This is an optimization exercise on Yosys and OpenROAD, whose aim is small area, not a production implementation. The RTL was checked by simulation tests, not by an equivalence proof against the original design. Power is estimated from default activity; no workload was simulated.

`flow/design.v`:
```
module sp_sram #(
  parameter AW = 5,
  parameter DW = 36
) (
  input  wire          clk,
  input  wire          we,
  input  wire [AW-1:0] wa,
  input  wire [DW-1:0] d,
  input  wire [AW-1:0] ra_nx,    
  output wire [DW-1:0] q
);
  reg [DW-1:0] mem [0:(1<<AW)-1];
  always @(posedge clk)
    if (we)
      mem[wa] <= d;
  reg  [(1<<AW)-1:0] rsel;
  always @(posedge clk)
    rsel <= {{((1<<AW)-1){1'b0}}, 1'b1} << ra_nx;
  reg  [DW-1:0] qq;
  integer i;
  always @(*)
  begin
    qq = {DW{1'b0}};
    for (i = 0; i < (1<<AW); i = i + 1)
      qq = qq | (mem[i] & {DW{rsel[i]}});
  end
  assign q = qq;
endmodule
module mst_fifo_ctl #(
  parameter AW = 5               
) (
  input  clk,
  input  rst_n,
  input  mltcn,
  input  fiford,
  input  [1:0] fifordid,         
  input  fifowr,
  input  [1:0] fifowrid,
  output reg [3:0] fifoafull,  
  output wire [3:0] fifonempt,  
  input  [35:0] fifo_din,
  output wire [35:0] fifo_dout,
  output  wire mem_we,           
  output  wire [AW-1:0] mem_a,     
  output  wire [35:0] mem_d,	 
  input   wire [35:0] mem_q	 
  );
localparam [AW:0] AFULL_CH  = (1 << (AW-2)) - 5;  
localparam [AW:0] AFULL_ALL = (1 << AW) - 5;      
wire [1:0] ch = fifowrid;
reg [AW-1:0] wrcnt0;
reg [AW:0]   fifolen0;
reg [AW-3:0] wrcnt1, wrcnt2, wrcnt3;
reg [AW-2:0] fifolen1, fifolen2, fifolen3;
reg [AW-1:0] wrcnt;
reg [AW:0]   fifolen;
always @(*)
  case (ch)
    2'b00: begin wrcnt = wrcnt0; fifolen = fifolen0; end
    2'b01: begin wrcnt = {2'b00, wrcnt1}; fifolen = {2'b00, fifolen1}; end
    2'b10: begin wrcnt = {2'b00, wrcnt2}; fifolen = {2'b00, fifolen2}; end
    default: begin wrcnt = {2'b00, wrcnt3}; fifolen = {2'b00, fifolen3}; end
  endcase
assign fifonempt[0] = |fifolen0;
assign fifonempt[1] = |fifolen1;
assign fifonempt[2] = |fifolen2;
assign fifonempt[3] = |fifolen3;
wire full     = mltcn ? fifolen[AW-2] : fifolen[AW];
wire notempty = |fifolen;
assign mem_we = fifowr & (!full);
wire   mem_re = fiford & notempty;
wire [AW-1:0] wrinc = wrcnt + 1'b1;
wire [AW-1:0] rdcnt = wrcnt - fifolen[AW-1:0];
wire [AW:0]   lennx = mem_we ? fifolen + 1'b1 : fifolen - 1'b1;
wire          lenup = mem_we | mem_re;
assign mem_a = mltcn ? {ch, mem_we ? wrcnt[AW-3:0] : rdcnt[AW-3:0]}
                     : (mem_we ? wrcnt0 : rdcnt);
assign mem_d = fifo_din;
assign fifo_dout = mem_q;
always @(posedge clk or negedge rst_n)
  if (!rst_n)
  begin
    wrcnt0 <= {AW{1'b0}};     fifolen0 <= {(AW+1){1'b0}};
    wrcnt1 <= {(AW-2){1'b0}}; fifolen1 <= {(AW-1){1'b0}};
    wrcnt2 <= {(AW-2){1'b0}}; fifolen2 <= {(AW-1){1'b0}};
    wrcnt3 <= {(AW-2){1'b0}}; fifolen3 <= {(AW-1){1'b0}};
  end
  else
    case (ch)
      2'b00: begin
        if (mem_we) wrcnt0 <= wrinc;
        if (lenup)  fifolen0 <= lennx;
      end
      2'b01: begin
        if (mem_we) wrcnt1 <= wrinc[AW-3:0];
        if (lenup)  fifolen1 <= lennx[AW-2:0];
      end
      2'b10: begin
        if (mem_we) wrcnt2 <= wrinc[AW-3:0];
        if (lenup)  fifolen2 <= lennx[AW-2:0];
      end
      default: begin
        if (mem_we) wrcnt3 <= wrinc[AW-3:0];
        if (lenup)  fifolen3 <= lennx[AW-2:0];
      end
    endcase
always @ (posedge clk or negedge rst_n)
  begin
    if (!rst_n)
      fifoafull <= 4'h0;
    else if (mltcn)
      begin
      fifoafull[0] <= (fifolen0 >= AFULL_CH);
      fifoafull[1] <= (fifolen1 >= AFULL_CH);
      fifoafull[2] <= (fifolen2 >= AFULL_CH);
      fifoafull[3] <= (fifolen3 >= AFULL_CH);
      end
    else
      begin
      fifoafull[0] <= (fifolen0 >= AFULL_ALL);
      fifoafull[1] <= 1'b0;
      fifoafull[2] <= 1'b0;
      fifoafull[3] <= 1'b0;
      end
  end
endmodule
module mst_data_gen (
  input  wire        rst_n,
  input  wire        clk,
  input  wire        clr,      
  input  wire [1:0]  ch,       
  input  wire        req,      
  input  wire [31:0] q,        
  output wire [31:0] dat       
);
  reg [3:0]  rst_v;            
  assign dat = q | {32{rst_v[ch]}};
  always @ (posedge clk or negedge rst_n)
    if (!rst_n)
      rst_v <= 4'hf;
    else if (clr)
      rst_v <= 4'hf;
    else if (req)
      rst_v[ch] <= 1'b0;
endmodule
module mst_data_chk (
  input  wire        rst_n,
  input  wire        clk,
  input  wire        clr,     
  input  wire        erdis,
  input  wire [1:0]  ch,      
  input  wire        vld,     
  input  wire [31:0] rdata,
  input  wire [31:0] q,       
  output wire [31:0] exp,     
  output wire        adv,     
  output wire [3:0]  seq_err
);
  reg [3:0]  rst_v;           
  reg [3:0]  err;
  assign seq_err = err & {4{!erdis}};
  assign exp = q & {32{!rst_v[ch]}};
  wire        upd = vld & !err[ch] & !erdis;
  wire        eq  = (rdata == exp);
  assign adv = upd & eq;
  always @ (posedge clk or negedge rst_n)
    if (!rst_n)
    begin
      rst_v <= 4'hf;
      err   <= 4'h0;
    end
    else if (clr)
    begin
      rst_v <= 4'hf;
      err   <= 4'h0;
    end
    else if (upd)
    begin
      if (eq)
        rst_v[ch] <= 1'b0;
      else
        err[ch]   <= 1'b1;
    end
endmodule
module mst_pre_fet
    (
     input  wire        clk,
     input  wire        rst_n,
     input  wire        prefena,    
     input  wire        prefreq,    
     input  wire        prefmod,    
     input  wire [1:0]  prefchn,    
     input  wire        prefmask,   
     output wire [3:0]  prefnempt,  
     output wire [35:0] prefdout,   
     output wire        ififord,    
     input  wire [3:0]  ifnempt,    
     input  wire [35:0] ififodat,   
     output wire        genreq,     
     input  wire [31:0] gendat      
     );
reg  [35:0] pdat [0:15];
reg  [15:0] pwf;
reg  [11:0] plen;         
reg  [7:0]  pwc;          
reg         prefwr;
wire [2:0] len  = plen[prefchn*3 +: 3];
wire [1:0] wc   = pwc[prefchn*2 +: 2];
wire       full = len[2];
assign prefnempt[0] = |plen[2:0];
assign prefnempt[1] = |plen[5:3];
assign prefnempt[2] = |plen[8:6];
assign prefnempt[3] = |plen[11:9];
wire write = prefwr & !full;
wire read  = prefreq & prefnempt[prefchn];
wire [3:0]  wa = {prefchn, wc};
wire [3:0]  ra = {prefchn, wc - len[1:0]};
wire [35:0] prefdin = prefmod ? {4'hf, gendat} : ififodat;
always @(posedge clk)
  if (write)
    pdat[wa] <= prefdin;
always @(posedge clk or negedge rst_n)
  if (!rst_n)
    pwf <= 16'h0;
  else if (write)
    pwf[wa] <= 1'b1;
wire [15:0] rsel = (16'h1 << ra) & pwf & {16{!prefmask}};
reg  [35:0] pout;
integer i;
always @(*)
begin
  pout = 36'h0;
  for (i = 0; i < 16; i = i + 1)
    pout = pout | (pdat[i] & {36{rsel[i]}});
end
assign prefdout = pout;
genvar g;
generate
  for (g = 0; g < 4; g = g + 1)
  begin : g_len
    wire sel = (prefchn == g);
    always @(posedge clk or negedge rst_n)
      if (!rst_n)
      begin
        plen[g*3 +: 3] <= 3'd0;
        pwc[g*2 +: 2]  <= 2'd0;
      end
      else if (sel)
      begin
        if (write)
          pwc[g*2 +: 2] <= wc + 1'b1;
        if (write & !read)
          plen[g*3 +: 3] <= len + 1'b1;
        else if (read & !write)
          plen[g*3 +: 3] <= len - 1'b1;
      end
  end
endgenerate
wire datareq = prefena && !(len[2] | (len[1] & len[0])) && (ifnempt[prefchn] | prefmod);
assign ififord = datareq && (!prefmod);
assign genreq  = datareq && prefmod;
always @(posedge clk or negedge rst_n)
  if (!rst_n)
    prefwr <= 1'b0;
  else
    prefwr <= datareq;
endmodule
module mst_fifo_fsm (
  input  rst_n,
  input  clk,
  input  txe_n,
  input  rxf_n,
  input  [31:0] idata,
  input  [3:0]  ibe,
  input  mltcn,
  input  stren,
  input  r_oob,
  input  w_oob,  
  input  [3:0] mst_rd_n,
  input  [3:0] mst_wr_n,
  output  reg [31:0] odata,
  output  reg [3:0]  obe,
  output  reg dt_oe_n,
  output  reg be_oe_n,
  output  wire siwu_n,
  output  reg wr_n,    
  output  reg rd_n,
  output  reg oe_n,
  output  [3:0] tp_debug_sig,  
  output  chk_vld,
  output  [2:0] seq_a_nx,    
  output  [31:0] chk_data,
  input	  [3:0] chk_err,  
  input  [3:0] ififoafull,  
  input  [3:0] ififonempt, 
  output  ififowr,
  output  [ 1:0] ififowrid,
  output  [35:0] ififo_wdat,
  output wire prefena,
  output wire prefreq,
  output wire prefmod,
  output wire [1:0] prefchn,
  input [ 3:0]  prefnempt, 
  input [35:0]  prefdout,     
  output        prefmask      
);
  localparam IDLE	= 2'b00;
  localparam MDLE	= 2'b01;
  localparam MTRD	= 2'b10;
  localparam MTWR	= 2'b11;
  reg [1:0] nxt_state, cur_stap1, cur_stap2, cur_stap3, cur_stap4;
  wire [1:0] cur_state;  
  assign tp_debug_sig[3:0] 	= 4'b1010; 
  assign siwu_n		= 1'b1;
  wire [3:0] imst_rd_n;
  wire [3:0] imst_wr_n;
  reg  [3:0] mst_rd_n_p1;
  reg  [3:0] mst_wr_n_p1;
  reg  [3:0] mst_rd_n_p2;
  reg  [3:0] mst_wr_n_p2;
  reg        mst_wr_n_p3;
  reg        mst_wr_n_p4;
  wire [3:0] ibuf_ful;
  wire [3:0] ibuf_nep;
  reg  [1:0] ichannel;
  wire [3:0] remv;           
  reg  [35:0] remd [3:0];    
  reg  rxf_n_p1;
  reg  txe_n_p1; 
  reg  w_oob_p1;
  reg  w_oob_p2;
  reg  r_oob_p1;
  reg  r_oob_p2;
  reg  r_oob_p3;
  reg  w_1byte;
  reg  w_1flag; 
  assign imst_rd_n = mst_rd_n_p2;
  assign imst_wr_n = mst_wr_n_p2;
  assign ibuf_ful  = ififoafull; 
  assign ibuf_nep  = ififonempt | prefnempt | remv;
  reg [3:0] irxf_n;
  reg [3:0] itxe_n;
  always @ (posedge clk or negedge rst_n)
  begin
    if (~rst_n)
    begin 
      irxf_n	<=	4'hf;
      itxe_n 	<=	4'hf;
    end 
    else if (((cur_stap2 == IDLE) || (cur_stap2 == MDLE)) && (!txe_n) && wr_n)
      begin
        irxf_n    <= mltcn ? idata[15:12] : {3'b111,rxf_n}; 
        itxe_n    <= mltcn ? idata[11:8]  : {3'b111,txe_n}; 
      end
  end
  always @ (posedge clk or negedge rst_n)
  begin
    if (~rst_n)
      w_1byte <= 1'b0;
    else if (r_oob_p2 & (!r_oob_p3))
      w_1byte <= 1'b1;
    else if (w_1byte && (cur_stap1 == IDLE) && (cur_stap2 == MTWR))
      w_1byte <= 1'b0;
    else if (!r_oob_p2)
      w_1byte <= 1'b0; 
  end 
  always @ (posedge clk or negedge rst_n)
  begin
    if (~rst_n)
      w_1flag <= 1'b0;
    else if (!r_oob_p2) 
      w_1flag <= 1'b0;
    else if (w_1byte & (cur_stap2 == MTWR))
      w_1flag <= 1'b1;
  end 
  reg [3:0] ifsm_cond;
  wire r_oobe;
  assign r_oobe = r_oob_p2 | ((!mltcn) & (!wr_n) & (obe != 4'hF)); 
  always @ (posedge clk or negedge rst_n)
  begin
    if (~rst_n)
      ifsm_cond <= 4'h0;
    else if (!mltcn)
    begin
      ifsm_cond[0] <= (cur_stap1 == IDLE) & (!imst_rd_n[0]) & (!rxf_n)& (!ibuf_ful[ichannel]); 
      ifsm_cond[1] <= (cur_state == MTRD) & ( imst_rd_n[0]  | (rxf_n  & (!rxf_n_p1))  | ibuf_ful[ichannel]) ; 
      ifsm_cond[2] <= (cur_state == MDLE) & (!imst_wr_n[0]) & (!txe_n)& (ibuf_nep[ichannel]  | stren | w_1byte) & (!w_1flag);
      ifsm_cond[3] <= (cur_stap3 == MTWR) & ( imst_wr_n[0]  | (txe_n  & (!txe_n_p1))  | r_oobe |
		                            ((!ififonempt[ichannel]) & (!stren) & (!prefnempt[ichannel]))) ; 
    end 
    else 
    begin 
      ifsm_cond[0] <= (!imst_rd_n[ichannel]) & (!irxf_n[ichannel])  & (!ibuf_ful[ichannel]) & (cur_stap3 == IDLE); 
      ifsm_cond[1] <= ( imst_rd_n[ichannel]  | (rxf_n & (!rxf_n_p1))|   ibuf_ful[ichannel]) & (cur_state == MTRD); 
      ifsm_cond[2] <= (!imst_wr_n[ichannel]) & (!itxe_n[ichannel])  & (ibuf_nep[ichannel] | stren) & (cur_stap3 == MDLE);
      ifsm_cond[3] <= ( imst_wr_n[ichannel]  | (rxf_n & (!rxf_n_p1))| 
			((!ififonempt[ichannel]) & (!stren) & (!prefnempt[ichannel]))) & (cur_stap3 == MTWR); 
    end 
  end 
  always @ (posedge clk, negedge rst_n)
  begin
    if (~rst_n) begin
      cur_stap1 <= IDLE;
      cur_stap2 <= IDLE;
      cur_stap3 <= IDLE;
      cur_stap4 <= IDLE;
    end
    else begin
      cur_stap1 <= cur_state;
      cur_stap2 <= cur_stap1; 
      cur_stap3 <= cur_stap2; 
      cur_stap4 <= cur_stap3; 
    end
  end
  assign cur_state = nxt_state;
  always @ (posedge clk, negedge rst_n) 
  begin
    if (~rst_n)
      nxt_state <= IDLE;
    else if (chk_err != 4'b0000)
      nxt_state <= MDLE;
    else 
      case (cur_state)
        IDLE : nxt_state <= ifsm_cond[0] ? MTRD : (((cur_stap4 == IDLE) & (cur_stap3 == IDLE)  & 
                                                 (cur_stap2 == IDLE) & (cur_stap1 == IDLE)) ? MDLE : IDLE); 
        MTRD : nxt_state <= ifsm_cond[1] ? MDLE : MTRD;
        MDLE : nxt_state <= ifsm_cond[2] ? MTWR : (((cur_stap4 == MDLE) & (cur_stap3 == MDLE)  & 
                                                 (cur_stap2 == MDLE) & (cur_stap1 == MDLE)) ? IDLE : MDLE); 
        MTWR : nxt_state <= (ifsm_cond[3] | (r_oobe & (!wr_n))) ? IDLE : MTWR; 
      endcase
  end
  wire [1:0] ichannel_nx = (!mltcn) ? 2'b00 :
                           ((cur_stap1 == IDLE) & (cur_stap2 != IDLE)) ? ichannel + 1'b1 :
                           ichannel;
  always @ (posedge clk or negedge rst_n)
  begin
    if (~rst_n)
      ichannel <= 2'b00;
    else
      ichannel <= ichannel_nx;
  end
reg  [31:0] rdata;
reg  [3:0] rbe; 
reg  rvalid;
wire [31:0] wdata;
wire [3:0] wbe; 
  assign prefmask = remv[ichannel];
  reg [35:0] wsel;
  integer k;
  always @(*)
  begin
    wsel = {wbe, wdata};
    for (k = 0; k < 4; k = k + 1)
      wsel = wsel | (remd[k] & {36{remv[k] & (ichannel == k)}});
  end
  always @ (posedge clk)
  begin
    if ((cur_state == MTWR) || (cur_stap1 == MTWR)) 
      if (!mltcn) 
      begin
        odata <= r_oobe ? 32'h0000_0036 : wsel[31:0];
        obe   <= r_oobe ? 4'h1          : wsel[35:32];
      end 
      else 
      begin 
        if ((cur_stap1 != MTWR) | (cur_stap2 != MTWR))
        begin 
          odata[31:16] <= 16'hffff; 
          odata[15:8]  <= odata[15:8];
          odata[7:0]   <= {6'b000000,ichannel} + 1'b1; 
          obe          <= 4'h1;
        end 
        else 
        begin
          odata <= wsel[31:0];
          obe   <= wsel[35:32];
        end 
      end 
    else if ((cur_state == MTRD) & mltcn)
      begin 
        odata[31:16] <= 16'hffff; 
        odata[15:8]  <= odata[15:8];
        odata[7:0]   <= {6'b000000,ichannel} + 1'b1; 
        obe	     <= 4'h0;
      end  
    else if ((cur_stap2 == IDLE) | (cur_stap2 == MDLE)) 
    begin 
      odata	<= 32'hFFFF_FFFF;
      obe	<=  4'hF;
    end
  end
  always @ (posedge clk)
  begin
    rdata <= idata;
    rbe   <= ibe;
  end
  wire rvalid_nx = (cur_stap1 == MTRD) &
                   (mltcn ? !(rxf_n | wr_n) : (!(rxf_n | rd_n) & !w_oob_p2));
  always @ (posedge clk or negedge rst_n)
  begin
    if (~rst_n)
      rvalid    <= 'b0;
    else
      rvalid    <= rvalid_nx;
  end
  always @ (posedge clk or negedge rst_n)
  begin
    if (~rst_n)
    begin 
      dt_oe_n	<= 'b1;
      be_oe_n 	<= 'b1;
      wr_n	<= 'b1;     
      rd_n	<= 'b1; 
      oe_n	<= 'b1;
    end
    else
    begin  
      if ((cur_state == IDLE) || (cur_state == MDLE)) 
      begin 
        dt_oe_n	<= mltcn;  
        be_oe_n	<= 'b0;
        wr_n	<= 'b1;     
        rd_n	<= 'b1; 
        oe_n	<= 'b1;
      end
      else if (cur_state == MTRD)
        if (!mltcn) 
        begin
          dt_oe_n 	<= 'b1;
          be_oe_n 	<= 'b1;
          wr_n		<= 'b1;     
          rd_n		<= (rxf_n | oe_n) ? 1'b1 : 1'b0; 
          oe_n		<=  rxf_n         ? 1'b1 : 1'b0; 
        end
        else
        begin
          be_oe_n 	<= !(cur_stap1 == IDLE);  
          wr_n		<= (rxf_n & (!rxf_n_p1)) ? 1'b1 : ((cur_stap1 == IDLE)?  1'b0 : wr_n); 
          rd_n		<= 1'b1; 
          oe_n		<= 1'b1;  
        end
      else if (cur_state == MTWR) 
        if (!mltcn) 
        begin
      	  dt_oe_n	<= 1'b0; 
      	  be_oe_n 	<= 1'b0;
          if ((cur_stap3 == MTWR) && (cur_stap4 == MDLE)) 
            wr_n        <= 1'b0; 
          else if (((!prefnempt[ichannel]) & (!stren)) | r_oobe | txe_n)
	    wr_n 	<= 1'b1;
      	  rd_n		<= 'b1; 
      	  oe_n		<= 'b1;
        end 
        else 
        begin 
          dt_oe_n	<= wr_n;  
          be_oe_n 	<= 1'b0;
          if (rxf_n & (!rxf_n_p1))
            wr_n	<= 1'b1;
          else if (cur_stap1 == MDLE)
            wr_n	<= 1'b0;
          else if ((!rxf_n) & (((!stren) & (!prefnempt[ichannel])) | ifsm_cond[3])) 
            wr_n	<= 1'b1;
          rd_n		<= 1'b1; 
          oe_n		<= 1'b1; 
        end 
    end 
  end
  wire readburst;
  reg  readburst_p1; 
  wire rd245;
  wire rd600; 
  wire rema600;
  assign rd245 = (!mltcn) && (!txe_n) && (prefnempt[ichannel] | stren) && (!r_oobe) && (cur_stap3 == MTWR) 
                          && (!remv[ichannel]) && (!mst_wr_n_p4) && prefena;  
  assign rd600 =   mltcn  && (!rxf_n) && (!wr_n) && (prefnempt[ichannel] | stren) && (cur_stap3 == MTWR); 
  assign rema600 = (!remv[ichannel]) & (cur_stap2 == MTWR) & (cur_stap3 != MTWR) & mltcn;
  assign readburst  = rd245 | rd600;
  wire rem_clr = ((cur_stap3 == MTWR) && (cur_stap4 == MDLE) && (!mltcn)) ||
                 ((cur_stap2 == MTWR) && (cur_stap3 == MDLE) && mltcn);
  wire rem_set = readburst_p1 & (mltcn ? (wr_n | rxf_n) : ((!wr_n) & txe_n));
  genvar gr;
  generate
    for (gr = 0; gr < 4; gr = gr + 1)
    begin : g_remv
      reg v;
      always @ (posedge clk or negedge rst_n)
      begin
        if (~rst_n)
          v <= 1'b0;
        else if (ichannel == gr)
        begin
          if (rem_clr)
            v <= 1'b0;
          else if (rem_set)
            v <= 1'b1;
        end
      end
      assign remv[gr] = v;
    end
  endgenerate
  always @ (posedge clk)
    if (rem_set)
      remd[ichannel] <= {obe,odata};
  always @ (posedge clk or negedge rst_n)
  begin 
    if (~rst_n) 
    begin 
      readburst_p1<= 1'b0;
      rxf_n_p1	  <= 1'b1;
      txe_n_p1	  <= 1'b1;
      w_oob_p1    <= 1'b0;
      w_oob_p2    <= 1'b0;
      r_oob_p1    <= 1'b0;
      r_oob_p2    <= 1'b0;
      r_oob_p3    <= 1'b0;
      mst_rd_n_p1 <= 4'hF;
      mst_wr_n_p1 <= 4'hF;;
      mst_rd_n_p2 <= 4'hF;
      mst_wr_n_p2 <= 4'hF;;
      mst_wr_n_p3 <= 1'b1;;
      mst_wr_n_p4 <= 1'b1;;
    end 
    else
    begin 
      readburst_p1<= readburst;
      rxf_n_p1    <= rxf_n; 
      txe_n_p1    <= txe_n; 
      w_oob_p1    <= w_oob;		
      w_oob_p2    <= w_oob_p1;
      r_oob_p1    <= r_oob;		
      r_oob_p2    <= r_oob_p1;
      r_oob_p3    <= r_oob_p2;
      mst_rd_n_p1 <= mst_rd_n;
      mst_wr_n_p1 <= mst_wr_n;
      mst_rd_n_p2 <= mst_rd_n_p1;
      mst_wr_n_p2 <= mst_wr_n_p1;
      mst_wr_n_p3 <= mst_wr_n_p2[0];
      mst_wr_n_p4 <= mst_wr_n_p3;
    end 
  end
assign chk_vld = rvalid & stren;
assign seq_a_nx = {rvalid_nx, ichannel_nx};
assign chk_data= rdata;
assign prefena = (cur_state == MTWR);
assign prefreq = readburst | rema600;
assign prefmod = stren;
assign prefchn = ichannel;
assign wdata   = prefdout[31:0];
assign wbe     = prefdout[35:32];
assign ififowr  	= rvalid & (!stren);
assign ififowrid 	= ichannel;
assign ififo_wdat 	= {rbe,rdata}; 
endmodule 
module mst_fifo_top (
  input  wire RST_N,
  input  wire MLTCN,  
  input  wire STREN,  
  input  wire ERDIS,  
  input  wire R_OOB,
  input  wire W_OOB,  
  input  wire CLK,
  input  wire [31:0] DATA_I,    
  input  wire [3:0]  BE_I,      
  output wire [31:0] DATA_O,    
  output wire [3:0]  BE_O,      
  output wire DT_OE_N,          
  output wire BE_OE_N,          
  input  wire RXF_N,     
  input  wire TXE_N,
  output wire WR_N,     
  output wire RD_N,
  output wire OE_N,
  output wire [3:0] STRER
);
  localparam AW = 5;
  wire [3:0] tp_seq_err;
  wire [3:0] tp_debug_sig;
  wire tp_siwu_n;
  assign STRER = tp_seq_err;
  wire chk_vld;
  wire [31:0] chk_data;
  wire gen_req;
  wire [31:0] gen_dat;
  wire ififord;
  wire ififowr;
  wire [1:0] ififowrid;
  wire [3:0] ififoafull;
  wire [3:0] ififonempt;
  wire [35:0] ififo_wdat;
  wire [35:0] ififo_rdat;
  wire prefena;
  wire prefreq;
  wire prefmod;
  wire[ 1:0]  prefchn;
  wire[ 3:0]  prefnempt;
  wire[35:0]  prefdout;
  wire        prefmask;
  mst_fifo_fsm i1_fsm (
    .rst_n	(RST_N),
    .clk		(CLK),
    .txe_n	(TXE_N),
    .rxf_n	(RXF_N),
    .idata	(DATA_I),
    .ibe		(BE_I),
    .mltcn	(MLTCN),
    .stren	(STREN),
    .r_oob	(R_OOB),
    .w_oob	(W_OOB),
    .mst_rd_n	(4'h0),
    .mst_wr_n	(4'h0), 
    .odata	(DATA_O),
    .obe		(BE_O),
    .dt_oe_n(DT_OE_N),
    .be_oe_n(BE_OE_N),
    .siwu_n	(tp_siwu_n),
    .wr_n	(WR_N),
    .rd_n	(RD_N),
    .oe_n	(OE_N),
    .tp_debug_sig(tp_debug_sig),
    .chk_vld	(chk_vld),
    .seq_a_nx	(seq_a_nx),
    .chk_data	(chk_data),
    .chk_err	(tp_seq_err),
    .ififoafull	(ififoafull),
    .ififonempt	(ififonempt),
    .ififowr	(ififowr),
    .ififowrid	(ififowrid),
    .ififo_wdat	(ififo_wdat),
    .prefena   (prefena),
    .prefreq   (prefreq),
    .prefmod   (prefmod),
    .prefchn   (prefchn),
    .prefnempt (prefnempt),
    .prefdout  (prefdout),
    .prefmask  (prefmask)
  );
   mst_pre_fet i2_pref (
    .clk      (CLK),
    .rst_n    (RST_N),
    .prefena  (prefena),    
    .prefreq  (prefreq),    
    .prefmod  (prefmod),
    .prefchn  (prefchn),
    .prefmask (prefmask),
    .prefnempt(prefnempt),     
    .prefdout (prefdout),     
    .ififord  (ififord),
    .ifnempt  (ififonempt),    
    .ififodat (ififo_rdat),  
    .genreq   (gen_req),
    .gendat   (gen_dat)
     );
  wire [31:0] mem_q32;
  wire [31:0] chk_exp;
  wire        chk_adv;
  wire [AW-1:0] seq_a = {{(AW-3){1'b0}}, chk_vld, prefchn};
  wire [2:0]    seq_a_nx;
  mst_data_chk i3_chk(
    .rst_n	(RST_N),
    .clk	(CLK),
    .clr	(W_OOB),
    .erdis 	(ERDIS),
    .ch	(prefchn),
    .vld	(chk_vld),
    .rdata	(chk_data),
    .q	(mem_q32),
    .exp	(chk_exp),
    .adv	(chk_adv),
    .seq_err	(tp_seq_err)
  );
  mst_data_gen i4_gen(
    .rst_n	(RST_N),
    .clk	(CLK),
    .clr	(R_OOB),
    .ch	(prefchn),
    .req	(gen_req),
    .q	(mem_q32),
    .dat	(gen_dat)
  );
  wire [31:0] seq_nxt = (chk_vld ? chk_exp : gen_dat) + 1'b1;
  wire        seq_we  = chk_adv | gen_req;
  wire mem_w;
  wire [AW-1:0] mem_a;
  wire [35:0] mem_d;
  wire [35:0] mem_q;
  mst_fifo_ctl #(.AW(AW)) i5_ctl(
    .clk	(CLK),
    .rst_n	(RST_N),
    .mltcn	(MLTCN),
    .fiford	(ififord),
    .fifordid	(prefchn),
    .fifowr	(ififowr),
    .fifowrid	(ififowrid),
    .fifoafull	(ififoafull),
    .fifonempt	(ififonempt),
    .fifo_din	(ififo_wdat),
    .fifo_dout	(ififo_rdat),
    .mem_we	(mem_w),
    .mem_a	(mem_a),
    .mem_d	(mem_d),
    .mem_q	(mem_q)
    );
  sp_sram #(.AW(AW), .DW(36)) i6_ram (
    .clk	(CLK),
    .we		(mem_w | seq_we),
    .wa		(STREN ? seq_a : mem_a),
    .d		({mem_d[35:32], STREN ? seq_nxt : mem_d[31:0]}),
    .ra_nx	(STREN ? {{(AW-3){1'b0}}, seq_a_nx} : mem_a),
    .q		(mem_q)
  );
  assign mem_q32 = mem_q[31:0];
endmodule
```
`flow/run.sh`:
```
#!/bin/bash
# synth_recipe.tcl (not shown) runs the flow's synth.tcl, then flattens the netlist and writes it again
# the make line also repeats each setting of config.mk as NAME=value (left out here)
make -C /OpenROAD-flow-scripts/flow DESIGN_CONFIG=/design/flow/config.mk WORK_HOME=/design/flow/orfs CLKGATE_MAP_FILE= SYNTH_SCRIPT=/design/flow/synth_recipe.tcl finish
```
`flow/config.mk`:
```
export PLATFORM = sky130hd
export DESIGN_NAME = mst_fifo_top
export DESIGN_NICKNAME = mst_fifo_top
export VERILOG_FILES = /design/flow/design.v
export SDC_FILE = /design/flow/constraint.sdc
export NUM_CORES = 4
export LEC_CHECK = 0
export CAP_MARGIN = 20
export CORE_MARGIN = 2
export CORE_UTILIZATION = 65
export CTS_BUF_LIST = sky130_fd_sc_hd__clkbuf_8
export CTS_CLUSTER_DIAMETER = 45
export CTS_CLUSTER_SIZE = 16
export PLACE_DENSITY = 0.75
export SLEW_MARGIN = 20
```
`flow/constraint.sdc`:
```
create_clock -name core_clock -period 10.0 [get_ports {CLK}]
set_input_delay 2.0000 -clock core_clock [delete_from_list [all_inputs] [get_ports {CLK}]]
set_output_delay 2.0000 -clock core_clock [all_outputs]
set_load 0.01 [all_outputs]
```
==> out/metrics.cfg <==
[status]
status = no timing/DRC/antenna violations

[drt]
routed_via_density = 7.41
vias = 49000
antenna_left = 0
wirelength_mm = 239
drt-wirelength-per-cell_um = 36.3
drc_errors = 0
drt-initial-drc-count = 8383
dr.pass1.iters = 9

[final_layout]
nets = 4915
final_cells = 6602
area_growth_pct = 9.23
final_cell_mix = edfxtp_1, a22oi_1, nand2_1
fill_cells = 7444
layout_commonest_cell = edfxtp_1
drive_gt1_share_pct = 13.8

[die]
initial_core_util_pct = 65.7
core_area_sq_um = 120000
fp-row-count = 127
fp.dieH_um = 352
dieWidth_um = 352
io_pins = 90
die_area_sq_um = 124000

[global_route]
grt_max_degree = 79
grt_use_total_pct = 38.4
grt_first_pass_wirelength_mm = 338
antenna_found_initial = 4
gr-total-overflow = 0
grt_pass1_vias = 47200

[power]
p_leak_nw = 27.7
p_sw_share_pct = 34.8
power_switching_mw = 8.32
seq_power_share_pct = 50.1
pwr-share-comb_pct = 28.0
clkPwrFrac_pct = 21.9
power_mw = 23.9
p_int_mw = 15.6
ir_drop_mv = 0.183
power_density_nw_per_um2 = 278

[placement]
io_buffers = 89
post-place-ws_ps = 2680
dp_hpwl_mm = 132
gp_congestion = 0.917
dp_cells = 6276

[timing]
finalCritPeriodShare_pct = 74.9
drv_slew = 0
setup_ws_ps = 2510
setup_tns_ps = 0
hold_viol_final = 0
worst_slew_pin_slew_ps = 1150
maxClockFrequency_mhz = 134
finalSetupViolCount = 0
max_slew_margin_pct = 23.1
clock_skew_ps = 76.2
rsz0062_at_grt = false
period_needed_ps = 7490

[setup_path]
worst_ep_required_time_ps = 10550
worst_setup_path_end_kind = flip-flop
startpoint = i1_fsm.ichannel[0]
crit_type = reg -> reg
ff2ff_path_depth = 16
cpMaxStageDelayCell = a221oi_1
rrSetupSlack_ps = 2510
worstReg2RegEnd = i6_ram.mem[18][13]
worstPathArrival_ps = 8040
r2r_start = i1_fsm.ichannel[0]
crit_chain = inv_1 -> ha_1 -> a222oi_1 -> a21oi_1 -> ha_1 -> inv_1 -> fa_1 -> a21o_1 -> a21oi_1 -> a21o_1 -> a32oi_1 -> a221oi_1 -> o2111ai_1 -> nor2_1 -> a21boi_4 -> buf_4
max_stage_delay_ps = 810
cp_max_fo = 33
startpoint_type = flip-flop

[logic_synthesis]
ys_seq_area_share_pct = 78.6
synth.yosys.warnings = 6
syn_inst = 4690
async_reset_ff_share_pct = 6.31
avgSynthCellArea_sq_um = 16.8
syn_nets = 4758
yosys_most_used_dff = edfxtp_1
yosysUniqueCellTypes = 84
synth-seq-cells = 2109
synth-edff-count = 1908
syn-cell-area_sq_um = 78900

[cts]
clock_latency_ps = 960
clockRootBuffer = clkbuf_8
cts.sinks = 2109
cts_tree = done
cts_htree_levels = 4
post_cts_buffers = 0
cts_buffers = 180
path_clk_slew_ps = 90
clock_path_buffers = 3
postCtsHoldBufs = 0
cts_resized = 0

[worst_hold_path]
hold_path_depth = 0
hold_path_class = reg -> reg
hold_path_end = i1_fsm.w_oob_p2
min_from = i1_fsm.w_oob_p1

[job]
maxCapViolCount = 0

power groups by stage:
stage / Combinational, mW / Clock (mW) / Sequential (mW)
floorplan: 3.51 / 0 / 11.9
global placement: 6.22 / 0 / 12.1
CTS: 6.40 / 5.26 / 12.0
global route: 6.94 / 5.58 / 12.0
detailed placement: 6.38 / 0 / 12.2
finish: 6.69 / 5.25 / 12.0
worst max-delay path, delay by kind of cell (launching register included):
kind | cells | cell delay, ps
AO/OA/AOI/OAI | 9 | 3530
adder cells (fa/ha/maj) | 3 | 1500
buffers and inverters | 3 | 1030
flip-flops | 1 | 720
AND/OR/NAND/NOR | 1 | 320
sequential cells by signal, summed over array words and instances (netlist names), 5 cells and up:
| name | flops |
|---|---|
| i1_fsm.remd | 144 |
| i1_fsm.odata | 32 |
| i2_pref.pdat | 576 |
| i6_ram.rsel | 32 |
| i5_ctl.wrcnt0 | 5 |
| i2_pref.pwc | 8 |
| i5_ctl.fifolen0 | 6 |
| i2_pref.plen | 12 |
| i2_pref.pwf | 16 |
| i1_fsm.rdata | 32 |
| i6_ram.mem | 1152 |
through the flow:
| step | utilization, % | hold slack [ps] | cell area, sq um |
|---|---|---|---|
| finish | 71.8 | 354 | 86200 |
| global route | 71.7 | 367 | 86200 |
| CTS | 71.7 | 356 | 86100 |
| detailed placement | 68.5 | 339 | 82200 |
| global placement | 68.4 | 333 | 82200 |
| floorplan | - | 331 | 78900 |
cell usage after synthesis (14+ instances only):
cell	n	area, sq um
a21o_1	19	143
a21oi_1	93	465
a221oi_1	60	526
a222oi_1	46	460
a22o_1	24	210
a22oi_1	778	5840
and2_1	18	113
and3_1	33	206
buf_1	30	113
buf_2	74	370
buf_6	15	169
clkbuf_1	149	559
dfrtp_1	106	2650
dfstp_2	27	709
dfxtp_1	68	1360
edfxtp_1	1908	57300
ha_1	20	250
inv_1	35	131
mux2_2	50	563
mux2i_1	17	170
nand2_1	197	739
nand2b_1	21	131
nand3_1	92	460
nand4_1	179	1120
nor2_1	167	627
nor2b_1	25	156
nor3_1	37	185
nor4_1	30	188
nor4_2	14	175
o21ai_0	112	561
or3_1	14	87.6
xnor2_1	25	219
xor2_1	26	228
routing by layer:
metal  track usage [%]  share of wire (%)  vias up
li1                  -                  -    19400
met1              50.4                 33    24300
met2              60.0                 46     4378
met3              9.55                 14      885
met4              20.7                6.3        4
met5                 0              0.014        -
worst max path at each step:
stage | end | slack (ps) | cells past startpoint
after floorplan | i6_ram.mem[2][0] | 2290 | 19
after global placement | i6_ram.mem[21][13] | 2720 | 15
after detailed placement | i6_ram.mem[18][13] | 2680 | 16
after CTS | i6_ram.mem[18][13] | 2660 | 16
after global routing | i6_ram.mem[18][33] | 2030 | 16
final | i6_ram.mem[18][13] | 2510 | 16
cell families (layout without fill, tap and decap cells):
kind of cell / Yosys count / in the layout / synth area share (%)
adders and majority gates: 23 / 23 / 0.393
AOI/OAI and AO/OA: 1229 / 1229 / 11.4
buffers and inverters: 315 / 611 / 1.81
and+or+nand+nor: 885 / 885 / 6.02
DFF: 2109 / 2109 / 78.6
other: 1 / 5 / 0.00475
xor gates and xnor gates: 53 / 53 / 0.625
muxes: 75 / 75 / 1.16
cell type report:
cell class | instances | area (sq um) | area share, %
sequential | 2109 | 62100 | 72.0
multi-input combinational | 2266 | 15900 | 18.5
clock buffer | 192 | 2640 | 3.07
timing repair buffer | 254 | 2170 | 2.52
tap | 1612 | 2020 | 2.34
clock inverter | 129 | 1240 | 1.44
inverter | 36 | 135 | 0.157
antenna | 4 | 10.0 | 0.0116

-- port drivers added, routing unchanged --
The flow's constraints put no driver on any port. The routed layout listed below was extracted and timed again, unchanged, in two steps.
Step 1 sets driving cells, clkbuf_16 on the clock port and buf_2 on the other inputs (assumed; they add their load-dependent delay and slew).
Step 2 also shifts input and output timing later by t, the mid clock arrival at the registers, as if the neighbouring blocks saw the same clock.
Three values: ideal ports, drivers, drivers and shift; two values: the first two.
t, ns: 0.991
setup slack, ns: 2.514 / 2.514 / 2.514
cell pins on the clock port's net: 1
After both steps setup and hold are still met in this run. The setup slack of this run moves by 0.000 ns with the drivers and by 0.000 ns with both steps.
